From an optimization exercise on the open Yosys and OpenROAD flow, aimed at small area; shortcuts taken in it are not production practice. Function was checked by simulation only, so behaviour that the tests miss may differ from the original. Power figures rest on the tool's default switching activity, not on a simulated workload.

==> flow/design.v, too long to show whole: its modules and the start of the top module <==
// module shade_sum: 22599 lines
// module shade_quant: 12336 lines
// module gba_gpu_colorshade: 44 lines
module gba_gpu_colorshade
(
   input             clk100,
   input             reset,
   input      [2:0]  shade_mode,
   input      [7:0]  pixel_in_x,
   input      [7:0]  pixel_in_y,
   input      [15:0] pixel_in_addr,
   input      [14:0] pixel_in_data,
   input             pixel_in_we,
   output reg [7:0]  pixel_out_x,
   output reg [7:0]  pixel_out_y,
   output reg [15:0] pixel_out_addr,
   output     [17:0] pixel_out_data,
   output reg        pixel_out_we
);
  // ...
==> flow/flow/run.sh <==
#!/bin/bash
# Standard synthesis, then the combinational logic re-mapped with a stronger ABC script
# (registers untouched), then the standard layout flow from floorplan on, with the
# port buffers made of the smallest buffer cell.
set -euo pipefail
WORK=$(pwd)
R=$WORK/orfs/results/$FLOW_PLATFORM/gba_gpu_colorshade/base
YOSYS=$(command -v yosys || echo "$FLOW_HOME/../tools/install/yosys/bin/yosys")
bash standard.sh synth > $WORK/synth_standard.log 2>&1
cp $R/1_2_yosys.v $WORK/standard_1_2_yosys.v
LIBFILE=$FLOW_HOME/platforms/sky130hd/lib/sky130_fd_sc_hd__tt_025C_1v80.lib \
IN_NETLIST=$WORK/standard_1_2_yosys.v OUT_NETLIST=$WORK/reopt_1_2_yosys.v \
ABC_SCRIPT=$WORK/flow/reopt.abc \
  "$YOSYS" -c $WORK/flow/reopt.tcl > $WORK/reopt.log 2>&1
cp $WORK/reopt_1_2_yosys.v $R/1_2_yosys.v
rm -f $R/1_synth.odb $R/1_synth.sdc
bash standard.sh finish "BUFFER_PORTS_ARGS=-inputs -outputs -buffer_cell sky130_fd_sc_hd__buf_1" > $WORK/layout.log 2>&1
==> flow/flow/reopt.abc <==
strash
&get -n
&deepsyn -T 300
&put
balance -l; resub -K 6 -l; rewrite -l; resub -K 6 -N 2 -l; refactor -l; resub -K 8 -l; balance -l; resub -K 8 -N 2 -l; rewrite -l; resub -K 10 -l; rewrite -z -l; resub -K 10 -N 2 -l; balance -l; resub -K 12 -l; refactor -z -l; resub -K 12 -N 2 -l; rewrite -z -l; balance -l
dch -f
map -a
topo
==> flow/flow/reopt.tcl <==
# Re-map the combinational logic of the standard synthesis netlist with a stronger ABC
# script. Flip-flops (and tie cells) stay as they are, with their instance names.
yosys -import
set lib    $::env(LIBFILE)
set in     $::env(IN_NETLIST)
set out    $::env(OUT_NETLIST)
set script $::env(ABC_SCRIPT)
read_verilog $in
read_liberty -ignore_miss_func $lib
hierarchy -top $::env(FLOW_TOP)
foreach m [list sky130_fd_sc_hd__dfxtp_1 sky130_fd_sc_hd__dfxtp_2 sky130_fd_sc_hd__dfxtp_4 sky130_fd_sc_hd__conb_1] {
  catch { setattr -mod -set keep_hierarchy 1 $m }
}
flatten
opt_clean -purge
tee -o $out.before.stat stat -liberty $lib
# the platform's don't-use cells (probe and lpflow cells) stay out of the mapping
set dont_use_args {}
set fh [open $lib r]
while {[gets $fh line] >= 0} {
  if {[regexp {^\s*cell\s*\(\s*"?([A-Za-z0-9_]+)"?\s*\)} $line -> cname]} {
    if {[string match *lpflow* $cname] || [string match *probe* $cname]} {
      lappend dont_use_args -dont_use $cname
    }
  }
}
close $fh
abc -liberty $lib -script $script {*}$dont_use_args
opt_clean -purge
hilomap -singleton -hicell sky130_fd_sc_hd__conb_1 HI -locell sky130_fd_sc_hd__conb_1 LO
tee -o $out.after.stat stat -liberty $lib
select -module $::env(FLOW_TOP)
write_verilog -noattr -noexpr -nohex -nodec -selected $out
==> flow/standard.sh <==
#!/bin/bash
# synth_recipe.tcl (not shown) runs the flow's synth.tcl, then flattens the netlist and writes it again
# the make line also repeats each setting of config.mk as NAME=value (left out here)
make -C /OpenROAD-flow-scripts/flow DESIGN_CONFIG=/design/flow/config.mk WORK_HOME=/design/flow/orfs CLKGATE_MAP_FILE= SYNTH_SCRIPT=/design/flow/synth_recipe.tcl "${@:-finish}"
==> flow/config.mk <==
export PLATFORM = sky130hd
export DESIGN_NAME = gba_gpu_colorshade
export DESIGN_NICKNAME = gba_gpu_colorshade
export VERILOG_FILES = /design/flow/design.v
export SDC_FILE = /design/flow/constraint.sdc
export NUM_CORES = 4
export LEC_CHECK = 0
export ABC_AREA = 1
export CAP_MARGIN = 20
export CELL_PAD_IN_SITES_DETAIL_PLACEMENT = 1
export CORE_MARGIN = 2
export CORE_UTILIZATION = 30
export GPL_TIMING_DRIVEN = 0
export PLACE_DENSITY = 0.38
export SETUP_SLACK_MARGIN = 0.6
export SLEW_MARGIN = 20
==> flow/constraint.sdc <==
create_clock -name core_clock -period 10.0 [get_ports {clk100}]
set_input_delay 2.0000 -clock core_clock [delete_from_list [all_inputs] [get_ports {clk100}]]
set_output_delay 2.0000 -clock core_clock [all_outputs]
set_load 0.01 [all_outputs]
==> impl_metrics.toml, run 1 <==
[final_layout]
flip_flop_and_latch_share_of_the_layout_cell_area_pct = 9.91
mostFrequentLayoutCells = "nor2_1 (880), nand2_1 (580), clkinv_1 (509)"
most_common_cell_after_layout_fill_and_taps_aside = "nor2_1"
layout.non_clock_inverters = 524
regMostFlops = "q_2"
multi_input_gate_share_of_total_cell_area_pct = 70.6

[global_route]
met1_usage_pct = 58.0
globalRouteTotalUtil_pct = 45.5
grt_first_pass_wirelength_um = 237000
number_of_antenna_violations_at_the_first_check_in_global_routing = 4

[sta]
clock.fmax_ghz = 0.105
min_period_over_period_pct = 95.5
slew_headroom_pct = 18.4
worst_hold_slack_ns = 0.320
layout_min_cycle_time_ns = 9.55
final_max_slew_violation_count = 0
worst_clock_skew_ns = 0.0307
measured_slew_at_the_worst_slew_check_pin_ns = 1.22
setup_ws_ns = 0.450

[pwr]
clock_power_share_pct = 10.0
powerClk_uw = 680
netSwitchingFraction_pct = 67.3
pwr.group.combinational_uw = 5200

[critical_path]
worst_ep_arrival_time_ns = 9.90
end_kind = "register"
critPathLaunchType = "register"
required_ns = 10.35
critPathMaxFanout = 15
critical-path-max-stage-delay_ns = 1.03
worstSetupPathType = "reg -> reg"

[min_path]
timing.hold.worst_endpoint = "pixel_out_x[5]"
hp-start = "x_1[5]"

[detailed_routing]
vias_per_cell = 6.89
vias = 34300
route.layer.met1.wl_um = 63800

[floorplan]
initial_utilization_pct = 30.3
core_region_area_um2 = 68600
die_area_um2 = 71400

[clocking]
worst_setup_hold_path_clk_slew_ns = 0.08
tritoncts = "built"
worstSkewPairLatency_ns = 0.50
cts-buffers-inserted = 17

[status]
status = "finished clean"

[synthesis]
syn-mean-instance-area_um2 = 5.33

[placement]
dpl_cell_area_um2 = 22800
==> inputs of run 2 (changes only) <==
--- a/flow/config.mk
+++ b/flow/config.mk
@@ -10,7 +10,7 @@
 export CELL_PAD_IN_SITES_DETAIL_PLACEMENT = 1
 export CORE_MARGIN = 2
-export CORE_UTILIZATION = 30
+export CORE_UTILIZATION = 40
 export GPL_TIMING_DRIVEN = 0
-export PLACE_DENSITY = 0.38
-export SETUP_SLACK_MARGIN = 0.6
+export PLACE_DENSITY = 0.5
+export SETUP_SLACK_MARGIN = 0.5
 export SLEW_MARGIN = 20
==> run 2 against run 1 <==
  * Clock-buffer cell count did not move
  * Via count rose by 5.3%
  * Synthesized area did not move
  * Clock power fell by 0.6%
  * Synthesized cell count did not move
  * First-iteration DRC count rose by 39%
  * Utilization rose by 11 points
==> impl_metrics.toml, run 2 <==
[status]
status = "finished clean"

[clocking]
clkSinkCount = 115
tritoncts = "built"
cts.repair_timing.setup_buffer_count = 0
cts-resized-gates = 0
worstSkewPairLatency_ns = 0.51
cts-buffers-inserted = 17
clk_root_buffer_cell = "clkbuf_16"
ctsHtreeMaxLevel = 4
worst_setup_hold_path_clk_slew_ns = 0.09
clockBufferDepth = 2
postCtsHoldBufs = 0

[synthesis]
syn-mean-instance-area_um2 = 5.33
synth.cell_area_um2 = 20800
postSynthNetCount = 3950
synth.yosys.warnings = 1
netlist_instances = 3897

[critical_path]
end_kind = "register"
critical-path-max-stage-delay_ns = 1.03
critPathBufInv = 5
worst_ep_arrival_time_ns = 10.10
rr_startpoint = "d_1[7]"
worstReg2RegEnd = "q_2[29]"
worstSetupPathType = "reg -> reg"
critical_path.top_delay_family = "simple AND/OR/NAND/NOR gates"
required_ns = 10.42
critPathMaxFanout = 18
critical_path.slowest_cell = "dfxtp_1"
reg2reg_depth = 31
critPathLaunchType = "register"
cp_num_cells = 31
internal_reg_to_reg_setup_slack_ns = 0.31
critical-path-top-cell-by-count = "nand2_1"

[detailed_routing]
drt_pass1_iterations = 13
routed_wl_um = 164000
drt_drc_violations_left = 0
vias_per_cell = 7.62
drt.antenna.violating_nets = 0
drt_iter0_markers = 7877
vias = 36100
wire_per_inst_um = 34.5

[floorplan]
die_h_um = 232
die-width_um = 232
initial_utilization_pct = 40.5
top_level_ports = 104
core_region_area_um2 = 51300
die_area_um2 = 53800
rows = 83

[final_layout]
fill_cells = 7602
largest_registers = "q_2 (31), addr_1 (16), pixel_out_addr (16)"
largest_register_ffs = 31
layout.nets = 4096
register_area_um2 = 2330
area.growth.synth_to_final_pct = 12.0
mostFrequentLayoutCells = "nor2_1 (880), nand2_1 (580), clkinv_1 (514)"
most_common_cell_after_layout_fill_and_taps_aside = "nor2_1"
drive_gt1_share_pct = 3.55
area_occupied_by_multi_input_gates_um2 = 16600
instances_no_fill = 4745
regMostFlops = "q_2"

[pwr]
netSwitchingFraction_pct = 67.1
power.sequential.fraction_pct = 13.1
comb_power_share_pct = 77.0
internal_power_uw = 2260
leakage_uw = 0.00832
power_density_nw_per_um2 = 294
worst_ir_drop_vdd_uv = 150
switching_power_uw = 4600
clock_power_share_pct = 9.9
finalPower_uw = 6860

[sta]
rsz0062_at_grt = "yes"
setup_viol = 0
slew_headroom_pct = 8.80
min_period_over_period_pct = 96.9
clock.fmax_ghz = 0.103
worst_clock_skew_ns = 0.0233
timing_hold_violations_final = 0
measured_slew_at_the_worst_slew_check_pin_ns = 1.35
layout_min_cycle_time_ns = 9.69
final_max_slew_violation_count = 0

[global_route]
global_route.peak_usage_layer = "met2"
number_of_antenna_violations_at_the_first_check_in_global_routing = 10
grt_start_max_net_pins = 72
grt_met2_use_pct = 78.8
gr-total-overflow = 0
globalRouteTotalUtil_pct = 58.9
grt_pass1_vias = 34500
grt_use_met3_pct = 34.8
met1_usage_pct = 67.5
grt_first_pass_wirelength_um = 234000

[placement]
place.detailed.hpwl_um = 121000
post-place-cells = 4699
port-buffer-count = 103
gpl.final_weighted_congestion = 1.23

[flow_run]
max-cap-violations = 0

[min_path]
hp-start = "addr_1[5]"
timing.hold.worst_path_depth = 0
timing.hold.worst_endpoint = "pixel_out_addr[5]"
timing.hold.worst.class = "reg -> reg"
==> run 2: area by class of cell <==
cell class              instances  share of cell area, %
multi-input cells            3258                   71.2
flip-flops and latches        115                   10.0
inverters                     524                   8.55
repair buffers                127                   3.90
well taps                     680                   3.65
clock buffers                  17                   1.83
clock inverters                15                  0.741
diodes                          9                 0.0967
==> run 2: layer usage <==
| layer | wire (µm) | share of wire (%) | vias to the layer above |
|---|---|---|---|
| li1 | - | - | 14200 |
| met1 | 56100 | 34 | 16500 |
| met2 | 60600 | 37 | 3960 |
| met3 | 29600 | 18 | 1467 |
| met4 | 17100 | 10 | 18 |
| met5 | 423 | 0.26 | - |
==> run 2: metrics by stage <==
step	hold WS [ns]	setup TNS, ns	setup slack (ns)	instance area, µm²	utilization (%)
final	0.328	0	0.311	23300	45.4
after global routing	0.333	0	0.453	23300	45.4
after CTS	0.329	0	0.772	23200	45.1
after detailed placement	0.313	0	0.856	22600	44.0
after global placement	0.310	-308.32	-8.40	22000	42.9
after floorplan	0.310	0	0.913	20800	-
==> run 2: worst max path at each step <==
stage                        start       to  slack [ns]
final                       d_1[7]  q_2[29]        0.31
after global routing        d_1[7]  q_2[29]        0.45
after CTS                   d_1[0]  q_2[29]        0.77
after detailed placement    d_1[0]  q_2[29]        0.86
after global placement    sel_q[0]  q_2[29]       -8.40
after floorplan           sel_q[0]  q_2[29]        0.91
==> run 2: worst register-to-register path, delay by kind of cell (launching register included) <==
kind	cells	cell delay, ns
AOI/OAI and AO/OA	5	1.90
buffers and inverters	5	1.39
xor gates and xnor gates	2	0.35
adders and majority gates	3	1.18
DFF	1	1.03
and+or+nand+nor	16	3.74
==> run 2: power by group through the flow <==
stage,Sequential [µW],Combinational [µW],Clock (µW)
6_report,900,5280,676
5_1_grt,889,5420,685
4_1_cts,862,4820,666
3_5_place_dp,870,4800,0
3_3_place_gp,885,4720,0
2_1_floorplan,730,3070,0

-- static timing again, ports no longer ideal --
Ports are ideal in the flow. The routed layouts listed here were re-timed in OpenROAD.
Step 1: set_driving_cell puts a clkbuf_16 on clk100 and a buf_2 on each other input, an assumption about the parent block.
Step 2 adds t to the input delays and takes it off the output delays; t is the mean of the earliest and latest rising clock arrival at the registers after step 1. Input paths then give back, and output paths get back, about the clock's delay inside the block.
Slacks: no drivers / after step 1 / after step 2; pairs: no drivers / after step 1.
| run | t, ns | setup slack, ns | worst setup path at the end | clock arrival spread, ns | worst register clock-pin slew, ns |
|---|---|---|---|---|---|
| run 1 | 0.546 | 0.450 / 0.450 / 0.450 | register to register | 0.031 / 0.031 | 0.10 / 0.10 |
| run 2 | 0.567 | 0.311 / 0.311 / 0.311 | register to register | 0.024 / 0.023 | 0.09 / 0.09 |
After both steps every run listed still meets setup and hold.
